What follows belongs to an exercise in optimizing a design on an open flow for small area, a short achievable clock period and few clock cycles; a production flow would make more cautious choices.
Function was checked by simulation only, so behaviour that the tests miss may differ from the original.
Power figures rest on the tool's default switching activity, not on a simulated workload.

--- run.sh ---
#!/bin/bash
# synth_recipe.tcl (not shown) runs the flow's synth.tcl, then flattens the netlist and writes it again
# the make line also repeats each setting of config.mk as NAME=value (left out here)
make -C /OpenROAD-flow-scripts/flow DESIGN_CONFIG=/design/flow/config.mk WORK_HOME=/design/flow/orfs CLKGATE_MAP_FILE= SYNTH_SCRIPT=/design/flow/synth_recipe.tcl finish
--- config.mk ---
export PLATFORM = sky130hd
export DESIGN_NAME = axifull_dev
export DESIGN_NICKNAME = axifull_dev
export VERILOG_FILES = /design/flow/design.v
export SDC_FILE = /design/flow/constraint.sdc
export NUM_CORES = 4
export LEC_CHECK = 0
export CAP_MARGIN = 20
export CORE_MARGIN = 2
export CORE_UTILIZATION = 45
export PLACE_DENSITY = 0.6
export SLEW_MARGIN = 20
--- constraint.sdc ---
create_clock -name core_clock -period 5.0 [get_ports {s00_axi_aclk}]
set_input_delay 1.0000 -clock core_clock [delete_from_list [all_inputs] [get_ports {s00_axi_aclk}]]
set_output_delay 1.0000 -clock core_clock [all_outputs]
set_load 0.01 [all_outputs]
--- design.v ---
`timescale 1 ns / 1 ps
	module axifull_dev_S00_AXI #
	(
		parameter integer C_S_AXI_ID_WIDTH	= 1,
		parameter integer C_S_AXI_DATA_WIDTH	= 128,
		parameter integer C_S_AXI_ADDR_WIDTH	= 10,
		parameter integer C_S_AXI_AWUSER_WIDTH	= 0,
		parameter integer C_S_AXI_ARUSER_WIDTH	= 0,
		parameter integer C_S_AXI_WUSER_WIDTH	= 0,
		parameter integer C_S_AXI_RUSER_WIDTH	= 0,
		parameter integer C_S_AXI_BUSER_WIDTH	= 0
	)
	(
		input wire  S_AXI_ACLK,
		input wire  S_AXI_ARESETN,
		input wire [C_S_AXI_ID_WIDTH-1 : 0] S_AXI_AWID,
		input wire [C_S_AXI_ADDR_WIDTH-1 : 0] S_AXI_AWADDR,
		input wire [7 : 0] S_AXI_AWLEN,
		input wire [2 : 0] S_AXI_AWSIZE,
		input wire [1 : 0] S_AXI_AWBURST,
		input wire  S_AXI_AWLOCK,
		input wire [3 : 0] S_AXI_AWCACHE,
		input wire [2 : 0] S_AXI_AWPROT,
		input wire [3 : 0] S_AXI_AWQOS,
		input wire [3 : 0] S_AXI_AWREGION,
		input wire  S_AXI_AWVALID,
		output wire  S_AXI_AWREADY,
		input wire [C_S_AXI_DATA_WIDTH-1 : 0] S_AXI_WDATA,
		input wire [(C_S_AXI_DATA_WIDTH/8)-1 : 0] S_AXI_WSTRB,
		input wire  S_AXI_WLAST,
		input wire  S_AXI_WVALID,
		output wire  S_AXI_WREADY,
		output wire [C_S_AXI_ID_WIDTH-1 : 0] S_AXI_BID,
		output wire [1 : 0] S_AXI_BRESP,
		output wire  S_AXI_BVALID,
		input wire  S_AXI_BREADY,
		input wire [C_S_AXI_ID_WIDTH-1 : 0] S_AXI_ARID,
		input wire [C_S_AXI_ADDR_WIDTH-1 : 0] S_AXI_ARADDR,
		input wire [7 : 0] S_AXI_ARLEN,
		input wire [2 : 0] S_AXI_ARSIZE,
		input wire [1 : 0] S_AXI_ARBURST,
		input wire  S_AXI_ARLOCK,
		input wire [3 : 0] S_AXI_ARCACHE,
		input wire [2 : 0] S_AXI_ARPROT,
		input wire [3 : 0] S_AXI_ARQOS,
		input wire [3 : 0] S_AXI_ARREGION,
		input wire  S_AXI_ARVALID,
		output wire  S_AXI_ARREADY,
		output wire [C_S_AXI_ID_WIDTH-1 : 0] S_AXI_RID,
		output wire [C_S_AXI_DATA_WIDTH-1 : 0] S_AXI_RDATA,
		output wire [1 : 0] S_AXI_RRESP,
		output wire  S_AXI_RLAST,
		output wire  S_AXI_RVALID,
		input wire  S_AXI_RREADY
	);
	reg [C_S_AXI_ADDR_WIDTH-1 : 0]	axi_awaddr;
	reg	axi_awready;
	reg	axi_wready;
	reg [1 : 0]	axi_bresp;
	reg	axi_bvalid;
	reg [C_S_AXI_ADDR_WIDTH-1 : 0]	axi_araddr;
	reg	axi_arready;
	reg [C_S_AXI_DATA_WIDTH-1 : 0]	axi_rdata;
	reg [1 : 0]	axi_rresp;
	reg	axi_rlast;
	reg	axi_rvalid;
	wire aw_wrap_en;
	wire ar_wrap_en;
	wire [31:0]  aw_wrap_size ;
	wire [31:0]  ar_wrap_size ;
	reg axi_awv_awr_flag;
	reg axi_arv_arr_flag;
	reg [7:0] axi_awlen_cntr;
	reg [7:0] axi_arlen_cntr;
	reg [1:0] axi_arburst;
	reg [1:0] axi_awburst;
	reg [7:0] axi_arlen;
	reg [7:0] axi_awlen;
	localparam integer ADDR_LSB = (C_S_AXI_DATA_WIDTH/32);
	localparam integer OPT_MEM_ADDR_BITS = C_S_AXI_ADDR_WIDTH - ADDR_LSB - 1;
	localparam integer USER_NUM_MEM = 1;
	wire [OPT_MEM_ADDR_BITS:0] mem_address;
	wire [USER_NUM_MEM-1:0] mem_select;
	reg [C_S_AXI_DATA_WIDTH-1:0] mem_data_out;
	reg [C_S_AXI_ID_WIDTH-1 : 0]	axi_bid;
	reg [C_S_AXI_ID_WIDTH-1 : 0]	axi_rid;
	genvar i;
	genvar j;
	genvar mem_byte_index;
	assign S_AXI_AWREADY	= axi_awready;
	assign S_AXI_WREADY	= axi_wready;
	assign S_AXI_BRESP	= axi_bresp;
	assign S_AXI_BVALID	= axi_bvalid;
	assign S_AXI_ARREADY	= axi_arready;
	assign S_AXI_RDATA	= axi_rdata;
	assign S_AXI_RRESP	= axi_rresp;
	assign S_AXI_RLAST	= axi_rlast;
	assign S_AXI_RVALID	= axi_rvalid;
	assign S_AXI_BID = axi_bid;
	assign S_AXI_RID = axi_rid;
	always @( posedge S_AXI_ACLK )
	begin
	  if ( S_AXI_ARESETN == 1'b0 )
	    begin
	      axi_bid <= 0;
	      axi_rid <= 0;
	    end
	  else
	    begin
	      if (axi_awready && S_AXI_AWVALID)
	        axi_bid <= S_AXI_AWID;
	      if (axi_arready && S_AXI_ARVALID)
	        axi_rid <= S_AXI_ARID;
	    end
	end
	assign  aw_wrap_size = (C_S_AXI_DATA_WIDTH/8 * (axi_awlen));
	assign  ar_wrap_size = (C_S_AXI_DATA_WIDTH/8 * (axi_arlen));
	assign  aw_wrap_en = ((axi_awaddr & aw_wrap_size) == aw_wrap_size)? 1'b1: 1'b0;
	assign  ar_wrap_en = ((axi_araddr & ar_wrap_size) == ar_wrap_size)? 1'b1: 1'b0;
	always @( posedge S_AXI_ACLK )
	begin
	  if ( S_AXI_ARESETN == 1'b0 )
	    begin
	      axi_awready <= 1'b0;
	      axi_awv_awr_flag <= 1'b0;
	    end
	  else
	    begin
	      if (~axi_awready && S_AXI_AWVALID && ~axi_awv_awr_flag && ~axi_arv_arr_flag)
	        begin
	          axi_awready <= 1'b1;
	          axi_awv_awr_flag  <= 1'b1;
	        end
	      else if (S_AXI_WLAST && axi_wready)
	        begin
	          axi_awv_awr_flag  <= 1'b0;
	        end
	      else
	        begin
	          axi_awready <= 1'b0;
	        end
	    end
	end
	always @( posedge S_AXI_ACLK )
	begin
	  if ( S_AXI_ARESETN == 1'b0 )
	    begin
	      axi_awaddr <= 0;
	      axi_awlen_cntr <= 0;
	      axi_awburst <= 0;
	      axi_awlen <= 0;
	    end
	  else
	    begin
	      if (~axi_awready && S_AXI_AWVALID && ~axi_awv_awr_flag)
	        begin
	          axi_awaddr <= S_AXI_AWADDR[C_S_AXI_ADDR_WIDTH - 1:0];
	           axi_awburst <= S_AXI_AWBURST;
	           axi_awlen <= S_AXI_AWLEN;
	          axi_awlen_cntr <= 0;
	        end
	      else if((axi_awlen_cntr <= axi_awlen) && axi_wready && S_AXI_WVALID)
	        begin
	          axi_awlen_cntr <= axi_awlen_cntr + 1;
	          case (axi_awburst)
	            2'b00:  
	              begin
	                axi_awaddr <= axi_awaddr;
	              end
	            2'b01:  
	              begin
	                axi_awaddr[C_S_AXI_ADDR_WIDTH - 1:ADDR_LSB] <= axi_awaddr[C_S_AXI_ADDR_WIDTH - 1:ADDR_LSB] + 1;
	                axi_awaddr[ADDR_LSB-1:0]  <= {ADDR_LSB{1'b0}};
	              end
	            2'b10:  
	              if (aw_wrap_en)
	                begin
	                  axi_awaddr <= (axi_awaddr - aw_wrap_size);
	                end
	              else
	                begin
	                  axi_awaddr[C_S_AXI_ADDR_WIDTH - 1:ADDR_LSB] <= axi_awaddr[C_S_AXI_ADDR_WIDTH - 1:ADDR_LSB] + 1;
	                  axi_awaddr[ADDR_LSB-1:0]  <= {ADDR_LSB{1'b0}};
	                end
	            default:  
	              begin
	                axi_awaddr <= axi_awaddr[C_S_AXI_ADDR_WIDTH - 1:ADDR_LSB] + 1;
	              end
	          endcase
	        end
	    end
	end
	always @( posedge S_AXI_ACLK )
	begin
	  if ( S_AXI_ARESETN == 1'b0 )
	    begin
	      axi_wready <= 1'b0;
	    end
	  else
	    begin
	      if ( ~axi_wready && S_AXI_WVALID && axi_awv_awr_flag)
	        begin
	          axi_wready <= 1'b1;
	        end
	      else if (S_AXI_WLAST && axi_wready)
	        begin
	          axi_wready <= 1'b0;
	        end
	    end
	end
	always @( posedge S_AXI_ACLK )
	begin
	  if ( S_AXI_ARESETN == 1'b0 )
	    begin
	      axi_bvalid <= 0;
	      axi_bresp <= 2'b0;
	    end
	  else
	    begin
	      if (axi_awv_awr_flag && axi_wready && S_AXI_WVALID && ~axi_bvalid && S_AXI_WLAST )
	        begin
	          axi_bvalid <= 1'b1;
	          axi_bresp  <= 2'b0;
	        end
	      else
	        begin
	          if (S_AXI_BREADY && axi_bvalid)
	            begin
	              axi_bvalid <= 1'b0; 
	            end
	        end
	    end
	 end
	always @( posedge S_AXI_ACLK )
	begin
	  if ( S_AXI_ARESETN == 1'b0 )
	    begin
	      axi_arready <= 1'b0;
	      axi_arv_arr_flag <= 1'b0;
	    end
	  else
	    begin
	      if (~axi_arready && S_AXI_ARVALID && ~axi_awv_awr_flag && ~axi_arv_arr_flag)
	        begin
	          axi_arready <= 1'b1;
	          axi_arv_arr_flag <= 1'b1;
	        end
	      else if (axi_rvalid && S_AXI_RREADY && axi_arlen_cntr == axi_arlen)
	        begin
	          axi_arv_arr_flag  <= 1'b0;
	        end
	      else
	        begin
	          axi_arready <= 1'b0;
	        end
	    end
	end
	always @( posedge S_AXI_ACLK )
	begin
	  if ( S_AXI_ARESETN == 1'b0 )
	    begin
	      axi_araddr <= 0;
	      axi_arlen_cntr <= 0;
	      axi_arburst <= 0;
	      axi_arlen <= 0;
	      axi_rlast <= 1'b0;
	    end
	  else
	    begin
	      if (~axi_arready && S_AXI_ARVALID && ~axi_arv_arr_flag)
	        begin
	          axi_araddr <= S_AXI_ARADDR[C_S_AXI_ADDR_WIDTH - 1:0];
	          axi_arburst <= S_AXI_ARBURST;
	          axi_arlen <= S_AXI_ARLEN;
	          axi_arlen_cntr <= 0;
	          axi_rlast <= 1'b0;
	        end
	      else if((axi_arlen_cntr <= axi_arlen) && axi_rvalid && S_AXI_RREADY)
	        begin
	          axi_arlen_cntr <= axi_arlen_cntr + 1;
	          axi_rlast <= 1'b0;
	          case (axi_arburst)
	            2'b00:  
	              begin
	                axi_araddr       <= axi_araddr;
	              end
	            2'b01:  
	              begin
	                axi_araddr[C_S_AXI_ADDR_WIDTH - 1:ADDR_LSB] <= axi_araddr[C_S_AXI_ADDR_WIDTH - 1:ADDR_LSB] + 1;
	                axi_araddr[ADDR_LSB-1:0]  <= {ADDR_LSB{1'b0}};
	              end
	            2'b10:  
	              if (ar_wrap_en)
	                begin
	                  axi_araddr <= (axi_araddr - ar_wrap_size); 
	                end
	              else
	                begin
	                axi_araddr[C_S_AXI_ADDR_WIDTH - 1:ADDR_LSB] <= axi_araddr[C_S_AXI_ADDR_WIDTH - 1:ADDR_LSB] + 1;
	                axi_araddr[ADDR_LSB-1:0]  <= {ADDR_LSB{1'b0}};   
	                end
	            default:  
	              begin
	                axi_araddr <= axi_araddr[C_S_AXI_ADDR_WIDTH - 1:ADDR_LSB]+1;
	              end
	          endcase
	        end
	      else if((axi_arlen_cntr == axi_arlen) && ~axi_rlast && axi_arv_arr_flag )
	        begin
	          axi_rlast <= 1'b1;
	        end
	      else if (S_AXI_RREADY)
	        begin
	          axi_rlast <= 1'b0;
	        end
	    end
	end
	always @( posedge S_AXI_ACLK )
	begin
	  if ( S_AXI_ARESETN == 1'b0 )
	    begin
	      axi_rvalid <= 0;
	      axi_rresp  <= 0;
	    end
	  else
	    begin
	      if (axi_arv_arr_flag && ~axi_rvalid)
	        begin
	          axi_rvalid <= 1'b1;
	          axi_rresp  <= 2'b0;
	        end
	      else if (axi_rvalid && S_AXI_RREADY)
	        begin
	          axi_rvalid <= 1'b0;
	        end
	    end
	end
	generate
	  if (USER_NUM_MEM >= 1)
	    begin
	      assign mem_select  = 1;
	      assign mem_address = (axi_arv_arr_flag? axi_araddr[ADDR_LSB+OPT_MEM_ADDR_BITS:ADDR_LSB]:(axi_awv_awr_flag? axi_awaddr[ADDR_LSB+OPT_MEM_ADDR_BITS:ADDR_LSB]:0));
	    end
	endgenerate
	generate 
	  for(i=0; i<= USER_NUM_MEM-1; i=i+1)
	    begin:BRAM_GEN
	      wire mem_rden;
	      wire mem_wren;
	      assign mem_wren = axi_wready && S_AXI_WVALID ;
	      assign mem_rden = axi_arv_arr_flag ;  
	      for(mem_byte_index=0; mem_byte_index<= (C_S_AXI_DATA_WIDTH/8-1); mem_byte_index=mem_byte_index+1)
	      begin:BYTE_BRAM_GEN
	        wire [8-1:0] data_in ;
	        wire [8-1:0] data_out;
	        reg  [8-1:0] byte_ram [0 : (1<<(OPT_MEM_ADDR_BITS+1))-1];
	        integer  j;
	        assign data_in  = S_AXI_WDATA[(mem_byte_index*8+7) -: 8];
	        assign data_out = byte_ram[mem_address];
	        always @( posedge S_AXI_ACLK )
	        begin
	          if (mem_wren && S_AXI_WSTRB[mem_byte_index])
	            begin
	              byte_ram[mem_address] <= data_in;
	            end
	        end
	        always @( posedge S_AXI_ACLK )
	        begin
	          if (mem_rden)
	            begin
	              mem_data_out[(mem_byte_index*8+7) -: 8] <= data_out;
	            end
	        end
	    end
	  end
	endgenerate
	always @( mem_data_out, axi_rvalid)
	begin
	  if (axi_rvalid)
	    begin
	      axi_rdata <= mem_data_out;
	    end
	  else
	    begin
	      axi_rdata <= 32'h00000000;
	    end
	end
	endmodule
`timescale 1 ns / 1 ps
	module axifull_dev #
	(
		parameter integer C_S00_AXI_ID_WIDTH	= 8,
		parameter integer C_S00_AXI_DATA_WIDTH	= 128,
		parameter integer C_S00_AXI_ADDR_WIDTH	= 8,
		parameter integer C_S00_AXI_AWUSER_WIDTH	= 0,
		parameter integer C_S00_AXI_ARUSER_WIDTH	= 0,
		parameter integer C_S00_AXI_WUSER_WIDTH	= 0,
		parameter integer C_S00_AXI_RUSER_WIDTH	= 0,
		parameter integer C_S00_AXI_BUSER_WIDTH	= 0
	)
	(
		input wire  s00_axi_aclk,
		input wire  s00_axi_aresetn,
		input wire [C_S00_AXI_ID_WIDTH-1 : 0] s00_axi_awid,
		input wire [C_S00_AXI_ADDR_WIDTH-1 : 0] s00_axi_awaddr,
		input wire [7 : 0] s00_axi_awlen,
		input wire [2 : 0] s00_axi_awsize,
		input wire [1 : 0] s00_axi_awburst,
		input wire  s00_axi_awlock,
		input wire [3 : 0] s00_axi_awcache,
		input wire [2 : 0] s00_axi_awprot,
		input wire [3 : 0] s00_axi_awqos,
		input wire [3 : 0] s00_axi_awregion,
		input wire  s00_axi_awvalid,
		output wire  s00_axi_awready,
		input wire [C_S00_AXI_DATA_WIDTH-1 : 0] s00_axi_wdata,
		input wire [(C_S00_AXI_DATA_WIDTH/8)-1 : 0] s00_axi_wstrb,
		input wire  s00_axi_wlast,
		input wire  s00_axi_wvalid,
		output wire  s00_axi_wready,
		output wire [C_S00_AXI_ID_WIDTH-1 : 0] s00_axi_bid,
		output wire [1 : 0] s00_axi_bresp,
		output wire  s00_axi_bvalid,
		input wire  s00_axi_bready,
		input wire [C_S00_AXI_ID_WIDTH-1 : 0] s00_axi_arid,
		input wire [C_S00_AXI_ADDR_WIDTH-1 : 0] s00_axi_araddr,
		input wire [7 : 0] s00_axi_arlen,
		input wire [2 : 0] s00_axi_arsize,
		input wire [1 : 0] s00_axi_arburst,
		input wire  s00_axi_arlock,
		input wire [3 : 0] s00_axi_arcache,
		input wire [2 : 0] s00_axi_arprot,
		input wire [3 : 0] s00_axi_arqos,
		input wire [3 : 0] s00_axi_arregion,
		input wire  s00_axi_arvalid,
		output wire  s00_axi_arready,
		output wire [C_S00_AXI_ID_WIDTH-1 : 0] s00_axi_rid,
		output wire [C_S00_AXI_DATA_WIDTH-1 : 0] s00_axi_rdata,
		output wire [1 : 0] s00_axi_rresp,
		output wire  s00_axi_rlast,
		output wire  s00_axi_rvalid,
		input wire  s00_axi_rready
	);
	axifull_dev_S00_AXI # (
		.C_S_AXI_ID_WIDTH(C_S00_AXI_ID_WIDTH),
		.C_S_AXI_DATA_WIDTH(C_S00_AXI_DATA_WIDTH),
		.C_S_AXI_ADDR_WIDTH(C_S00_AXI_ADDR_WIDTH),
		.C_S_AXI_AWUSER_WIDTH(C_S00_AXI_AWUSER_WIDTH),
		.C_S_AXI_ARUSER_WIDTH(C_S00_AXI_ARUSER_WIDTH),
		.C_S_AXI_WUSER_WIDTH(C_S00_AXI_WUSER_WIDTH),
		.C_S_AXI_RUSER_WIDTH(C_S00_AXI_RUSER_WIDTH),
		.C_S_AXI_BUSER_WIDTH(C_S00_AXI_BUSER_WIDTH)
	) axifull_dev_S00_AXI_inst (
		.S_AXI_ACLK(s00_axi_aclk),
		.S_AXI_ARESETN(s00_axi_aresetn),
		.S_AXI_AWID(s00_axi_awid),
		.S_AXI_AWADDR(s00_axi_awaddr),
		.S_AXI_AWLEN(s00_axi_awlen),
		.S_AXI_AWSIZE(s00_axi_awsize),
		.S_AXI_AWBURST(s00_axi_awburst),
		.S_AXI_AWLOCK(s00_axi_awlock),
		.S_AXI_AWCACHE(s00_axi_awcache),
		.S_AXI_AWPROT(s00_axi_awprot),
		.S_AXI_AWQOS(s00_axi_awqos),
		.S_AXI_AWREGION(s00_axi_awregion),
		.S_AXI_AWVALID(s00_axi_awvalid),
		.S_AXI_AWREADY(s00_axi_awready),
		.S_AXI_WDATA(s00_axi_wdata),
		.S_AXI_WSTRB(s00_axi_wstrb),
		.S_AXI_WLAST(s00_axi_wlast),
		.S_AXI_WVALID(s00_axi_wvalid),
		.S_AXI_WREADY(s00_axi_wready),
		.S_AXI_BID(s00_axi_bid),
		.S_AXI_BRESP(s00_axi_bresp),
		.S_AXI_BVALID(s00_axi_bvalid),
		.S_AXI_BREADY(s00_axi_bready),
		.S_AXI_ARID(s00_axi_arid),
		.S_AXI_ARADDR(s00_axi_araddr),
		.S_AXI_ARLEN(s00_axi_arlen),
		.S_AXI_ARSIZE(s00_axi_arsize),
		.S_AXI_ARBURST(s00_axi_arburst),
		.S_AXI_ARLOCK(s00_axi_arlock),
		.S_AXI_ARCACHE(s00_axi_arcache),
		.S_AXI_ARPROT(s00_axi_arprot),
		.S_AXI_ARQOS(s00_axi_arqos),
		.S_AXI_ARREGION(s00_axi_arregion),
		.S_AXI_ARVALID(s00_axi_arvalid),
		.S_AXI_ARREADY(s00_axi_arready),
		.S_AXI_RID(s00_axi_rid),
		.S_AXI_RDATA(s00_axi_rdata),
		.S_AXI_RRESP(s00_axi_rresp),
		.S_AXI_RLAST(s00_axi_rlast),
		.S_AXI_RVALID(s00_axi_rvalid),
		.S_AXI_RREADY(s00_axi_rready)
	);
	endmodule
==> results by group <==
Run status
  – Status: finished clean

Critical path
  – Slowest stage delay, CP: 1.02 ns
  – Critical path peak fanout: 59
  – Critical path data required time: between 5 and 6 ns
  – Crit path kind: flip-flop to flip-flop
  – Worst setup EP type: flip-flop
  – Slowest CP cell: nor2_1
  – Startpoint Class: flip-flop
  – CP top delay family: simple AND/OR/NAND/NOR gates
  – Worst path depth: 4
  – Worst R2R Path Depth: 4
  – Data arrival time of the worst path: roughly 4.7 ns
  – Buf+Inv Stages, Crit Path: 0
  – CP cell instances: nand2_4 -> nand2_8 -> nand3_2 -> nor2_1

Synth
  – Syn avg cell area: 12.8 sq um
  – Post-Syn Area: around 0.09 sq mm
  – Post-synth ARST share: 0%
  – Post-synthesis register bit count: 2244
  – Yosys cell types: 62
  – Most used DFF post-synth: edfxtp_1
  – Number of enable flip-flop cells after synthesis: 2176
  – Mapped Cells: 7016
  – Synth Warn #: 1
  – Register area share after synthesis: 74.3%

STA
  – Crit share post-route: 84.0%
  – Achievable clock frequency: approximately 0.24 GHz
  – Worst Skew: 0.0290 ns
  – Max transition margin: 24.8%
  – Final number of setup-violating endpoints: 0
  – Min Clock Period, post-route: between 4 and 5 ns
  – Final Hold Vio Count: 0
  – Slew at the pin closest to its max-slew limit: around 1.1 ns
  – Final Max Slew Viols: 0
  – Setup total negative slack: 0 ns
  – RSZ-0062 raised after global routing: false

CTS
  – H-tree depth: 4
  – CTS tree: yes
  – Post-CTS sizing: 0
  – Hold buffers post-CTS: 0
  – Latest clock arrival within the worst-skew pair: roughly 0.87 ns
  – Root buf cell: clkbuf_16
  – Cts bufs inserted: approximately 230
  – Post-CTS Setup Inserts: 0
  – Clk slew on worst S/H paths: approximately 0.06 ns
  – Max clock buf depth: 3
  – Sink Count: 2244

Die
  – Die Width: 451 um
  – Row count: 163
  – Initial Utilization: a little under half
  – Core area: 0.198 sq mm
  – # IOs: 396
  – Die ar.: 0.203 sq mm
  – Die Y: roughly 450 um

Power and ir drop
  – VDD IR-drop max: about 370 uV
  – Leakage power: 34.0 nW
  – Power density cells: 391 mW/mm^2

Routing
  – Wirelength per Cell: 22.6 um
  – Vias/cell: 5.54
  – ANT nets after route: 0
  – Final wirelength: 227000 um
  – Remaining DRCs: 0
  – DR vias: about 56000
  – 1st-iter DRT viols: 5643
  – DRT Pass-1 Iters: 6

Place
  – Detailed placement HPWL: 135000 um
  – Routability congestion estimate from global placement: about 0.78
  – Placed cell count: 9622
  – Port Buf Inserts: 345

Cells and area
  – # nets final: 7495
  – Finished Layout Cells: 10000
  – Fillers: 16700
  – Area growth, synth to finish: 14.0%
  – Share of cells above drive strength 1: 6.13%

Global route
  – Total track usage: 21.9%
  – Gr ovfl total: 0
  – Largest net degree at the start of global routing: roughly 190
  – Vias in the first global route: 54000
  – First-pass GRT wire length: roughly 340000 um
  – Initial antenna violation count: 18

Run
  – Max-Cap Viols: 0

Hold path
  – HP Class: flip-flop to flip-flop
  – Hold Path Cell Cnt: 2
==> area by class of cell <==
class / instances / area (sq um) / area share [%]
diodes: 7 / 17.5 / 0.0171
clock buffers: 285 / 5900 / 5.76
clock inverters: 128 / 1100 / 1.08
inverters: 35 / 131 / 0.128
multi-input cells: 4254 / 20800 / 20.3
flip-flops and latches: 2244 / 66700 / 65.2
well taps: 2640 / 3300 / 3.23
repair buffers: 449 / 4420 / 4.32
==> worst min-delay path, stage by stage (launching register included) <==
cell and delay [ns]:
dfxtp_1 0.31, nand2_1 0.05, a21boi_0 0.06
==> cell usage in the layout, fill, tap and decap left out, types with 20 or more instances in the layout <==
cell,count
edfxtp_1,2176
nand2_1,1896
nand3_1,1185
clkdlybuf4s50_1,345
nor2_1,274
clkbuf_16,227
a31oi_1,137
and2_1,134
and3_1,129
a32oi_1,128
a211oi_1,111
buf_4,89
dfxtp_1,66
clkinv_1,61
clkbuf_1,58
ha_1,40
a21boi_0,36
inv_1,35
clkinv_2,29
a21oi_1,24
a211oi_2,20
==> state kept, by name (all words and copies together) (netlist names), 2 cells and up <==
name                                                      count
axifull_dev_S00_AXI_inst.axi_awaddr                           4
axifull_dev_S00_AXI_inst.axi_awlen                            8
axifull_dev_S00_AXI_inst.axi_arburst                          2
axifull_dev_S00_AXI_inst.axi_araddr                           4
axifull_dev_S00_AXI_inst.axi_arlen_cntr                       8
axifull_dev_S00_AXI_inst.axi_bid                              8
axifull_dev_S00_AXI_inst.axi_awburst                          2
axifull_dev_S00_AXI_inst.axi_awlen_cntr                       8
axifull_dev_S00_AXI_inst.mem_data_out                       128
axifull_dev_S00_AXI_inst.BRAM_GEN.BYTE_BRAM_GEN.byte_ram   2048
axifull_dev_S00_AXI_inst.axi_rid                              8
axifull_dev_S00_AXI_inst.axi_arlen                            8
==> cells by family after synthesis <==
kind of cell             count (synthesis)  share of synthesized area, %
flip-flops                            2244                          74.3
adder cells (fa/ha/maj)                 42                         0.602
buffers and inverters                  521                          2.71
other                                    1                       0.00418
AND/OR/NAND/NOR                       3682                          18.0
XOR/XNOR                                15                         0.146
AO/OA/AOI/OAI                          508                          4.24
multiplexers                             3                        0.0348
==> worst paths after layout <==
path | start | slack, ns | end
min | axifull_dev_S00_AXI_inst.axi_bid[6] | 0.47 | axifull_dev_S00_AXI_inst.axi_bid[6]
max reg2reg | axifull_dev_S00_AXI_inst.axi_arv_arr_flag | 0.80 | flip-flop
max | axifull_dev_S00_AXI_inst.axi_arv_arr_flag | 0.80 | flip-flop
min reg2reg | axifull_dev_S00_AXI_inst.axi_bid[6] | 0.47 | axifull_dev_S00_AXI_inst.axi_bid[6]
==> stage by stage <==
step / hold WS, ns / setup slack, ns / util, % / instance area, sq um / power (W)
final: 0.466 / 0.799 / 51.8 / 102000 / 0.0400
after global routing: 0.488 / 0.654 / 51.8 / 102000 / 0.0413
after CTS: 0.470 / 0.733 / 51.7 / 102000 / 0.0403
after detailed placement: 0.463 / 0.779 / 48.2 / 95400 / 0.0243
after global placement: 0.454 / 0.839 / 48.2 / 95400 / 0.0243
after floorplan: 0.456 / 1.07 / - / 89800 / 0.0230
==> metal layers <==
metal / vias to the layer above / GRT usage (%) / wire length [um]
li1: 25900 / - / -
met1: 27600 / 30.5 / 97500
met2: 1781 / 35.3 / 108000
met3: 363 / 3.23 / 14100
met4: 4 / 7.47 / 7000
met5: - / 0 / 28
==> Yosys cell counts (10+ instances only) <==
cell      number  area share [%]
and2_1       136            0.95
nand2_1     1897             7.9
dfxtp_1       68             1.5
and3_1       129            0.90
a211oi_2      20            0.28
nand3_1     1197             6.7
buf_2        247             1.4
o21ai_0       19            0.11
buf_6         18            0.23
edfxtp_1    2176              73
a211oi_1     111            0.93
nor2_1       274             1.1
clkbuf_1     176            0.74
a32oi_1      128             1.2
buf_1         35            0.15
inv_1         35            0.15
a31oi_1      137            0.95
ha_1          40            0.56
a21boi_0      36            0.30
buf_4         10           0.084
a21oi_1       24            0.13
xnor2_1       11            0.11
==> power by group <==
| part | internal [W] | switching (W) | leakage (nW) | total, W |
|---|---|---|---|---|
| combinational | 0.000923 | 0.00205 | 10.4 | 0.00298 |
| clock | 0.00901 | 0.00709 | 3.39 | 0.0161 |
| sequential | 0.0209 | 0.000108 | 20.2 | 0.0210 |
Testbench counts, summed over its fixed seeds: cycles 35,333.

## port drivers added, routing unchanged
In the flow no input, the clock included, has a driving cell. The finished layout below was timed again as built, in two steps. Step 1, drivers: a clkbuf_16 drives s00_axi_aclk and a buf_2 each remaining input, both assumed. Step 2 also shifts input and output timing later by t, the mid clock arrival at the registers, as if the neighbouring blocks saw the same clock. Three values: ideal ports, drivers, drivers and shift; two values: the first two.
t, ns: 0.936
slack for setup (ns): 0.799 / 0.799 / 0.799
worst register clock-pin slew, ns: 0.06 / 0.06
cell pins on the clock port's net: 1
After both steps this run still meets setup and hold. For this run, drivers alone change the setup slack by 0.000 ns; drivers and shift together by 0.000 ns.
